What follows belongs to an exercise in optimizing a design on an open flow for small area; a production flow would make more cautious choices.
In this exercise RTL edits were held to simulation tests only and were not proved equivalent to the original.
Power figures rest on the tool's default switching activity, not on a simulated workload.

## Display_Top
module Display_Top (
    input  logic       iClk,
    input  logic       iRst,
    input  logic [9:0] iX_Pixel,
    input  logic [9:0] iY_Pixel,
    input  logic       iDE,
    input  logic [3:0] iCam_R,
    input  logic [3:0] iCam_G,
    input  logic [3:0] iCam_B,
    input  logic       iIs_Cam_Region,
    input  logic [11:0] iBg_RGB,
    input  logic [5:0] iP1_Pos,
    input  logic [5:0] iP2_Pos,
    input  logic [3:0] iMin10,
    input  logic [3:0] iMin1,
    input  logic [3:0] iSec10,
    input  logic [3:0] iSec1,
    input  logic [2:0] iGame_State,
    input  logic       iWait_P1,
    input  logic       iWait_P2,
    input  logic [1:0] score_p1,
    input  logic [1:0] score_p2,
    output logic [3:0] oFinal_R,
    output logic [3:0] oFinal_G,
    output logic [3:0] oFinal_B
);
For scale: about 1600 cells after synthesis, roughly 97 I/O pins, about 9300 µm² of cells after synthesis.
==> flow/config.mk <==
export PLATFORM = sky130hd
export DESIGN_NAME = Display_Top
export DESIGN_NICKNAME = Display_Top
export VERILOG_FILES = /design/flow/design.v
export SDC_FILE = /design/flow/constraint.sdc
export NUM_CORES = 4
export LEC_CHECK = 0
export CAP_MARGIN = 20
export CORE_MARGIN = 2
export CORE_UTILIZATION = 60
export CTS_BUF_LIST = sky130_fd_sc_hd__clkbuf_8
export PLACE_DENSITY = 0.75
export SLEW_MARGIN = 20
export SYNTH_MEMORY_MAX_BITS = 16384
==> flow/constraint.sdc <==
create_clock -name core_clock -period 15.0 [get_ports {iClk}]
set_input_delay 3.0000 -clock core_clock [delete_from_list [all_inputs] [get_ports {iClk}]]
set_output_delay 3.0000 -clock core_clock [all_outputs]
set_load 0.01 [all_outputs]
standard.sh (not shown) runs the stock make flow with config.mk's settings and CLKGATE_MAP_FILE= SYNTH_SCRIPT=/design/flow/synth_recipe.tcl, a recipe that flattens the netlist after the stock synthesis.
==> flow/flow/run.sh <==
#!/bin/bash
# Own layout flow: the standard layout (standard.sh) with
#  - an area-oriented ABC script in synthesis, and no full/half-adder cell extraction
#    (ADDER_MAP_FILE empty) so that ABC maps all the logic;
#  - the smallest buffer (buf_1) on each port.
# Each step's full output goes to a log file in this folder.
set -euo pipefail
W=$(pwd)
sed "s#@ABC_SCRIPT@#$W/flow/abc_area.script#" flow/abc_proc.tcl > own_synth.tcl
cat synth_recipe.tcl >> own_synth.tcl
bash standard.sh SYNTH_SCRIPT="$W/own_synth.tcl" ADDER_MAP_FILE= \
  "BUFFER_PORTS_ARGS=-buffer_cell sky130_fd_sc_hd__buf_1" finish > layout.log 2>&1
==> flow/flow/abc_area.script <==
strash
&get -n
&deepsyn -J 20
&put
dch
amap
topo
==> flow/flow/abc_proc.tcl <==
# Own flow: the standard synthesis (synth_recipe.tcl, appended below) with ORFS's
# delay-oriented ABC mapping replaced by an area-oriented one (deepsyn, then amap). Only the combinational
# logic between the registers is re-mapped; the registers are those of the standard synthesis.
proc abc {args} {
  set kept {}
  set skip 0
  foreach a $args {
    if {$skip} { set skip 0; continue }
    if {$a in {-script -constr -D}} { set skip 1; continue }
    lappend kept $a
  }
  yosys abc -script @ABC_SCRIPT@ {*}$kept
}
Change:
- CAP_MARGIN: 20 -> 5
- CTS_CLUSTER_SIZE: unset -> 30
- SLEW_MARGIN: 20 -> 5
The changed run went through all stages and came out clean.
Total power stays flat.
Worst setup slack is better by 0.0096 ns.
Worst hold slack stays flat.
Change:
==> flow/flow/abc_area.script (replaced) <==
strash
&get -n
&deepsyn -J 20
&put
dch -f
map -a
topo
--- a/flow/flow/abc_proc.tcl
+++ b/flow/flow/abc_proc.tcl
@@ -1,4 +1,4 @@
 # Own flow: the standard synthesis (synth_recipe.tcl, appended below) with ORFS's
-# delay-oriented ABC mapping replaced by an area-oriented one (deepsyn, then amap). Only the combinational
+# delay-oriented ABC mapping replaced by an area-oriented one. Only the combinational
 # logic between the registers is re-mapped; the registers are those of the standard synthesis.
 proc abc {args} {
- CAP_MARGIN: 5 -> 20
- CTS_CLUSTER_SIZE: 30 -> unset
- SLEW_MARGIN: 5 -> 20
After rerunning: Via count goes up by 1.5%; wire length went up by 1.9%; worst setup slack improved by 0.79 ns; combinational power shrinks by 17%; total power shrinks by 4.8%; die area went up by 2.9%; cell area increases by 2.5%; cell count goes up by 10%; count of clock-buffer cells in the layout stays the same.

separate check: timing with driven ports:
In the flow no input, the clock included, has a driving cell. The finished layouts below were timed again as built, in two steps. Step 1 assumes that a clkbuf_16 drives the clock port and a buf_2 every other input. Step 2 moves the port delays by t, midway between the first and last clock arrival at a register: inputs arrive t later, outputs are due t later. That takes back most of the time a late clock gives input paths. a / b / c = ideal ports / drivers / drivers and shift; a / b = the first two.
run	t (ns)	setup WS [ns]	worst setup path after step 2
the first run	0.397	1.260 / 1.236 / 1.236	input to output
the second run	0.394	1.269 / 1.245 / 1.245	input to output
the third run	0.389	2.061 / 2.034 / 2.034	input to output
After both steps every run listed still meets setup and hold. The setup slack of the third run, which loses most, moves by -0.027 ns with the drivers and by -0.027 ns with both steps.
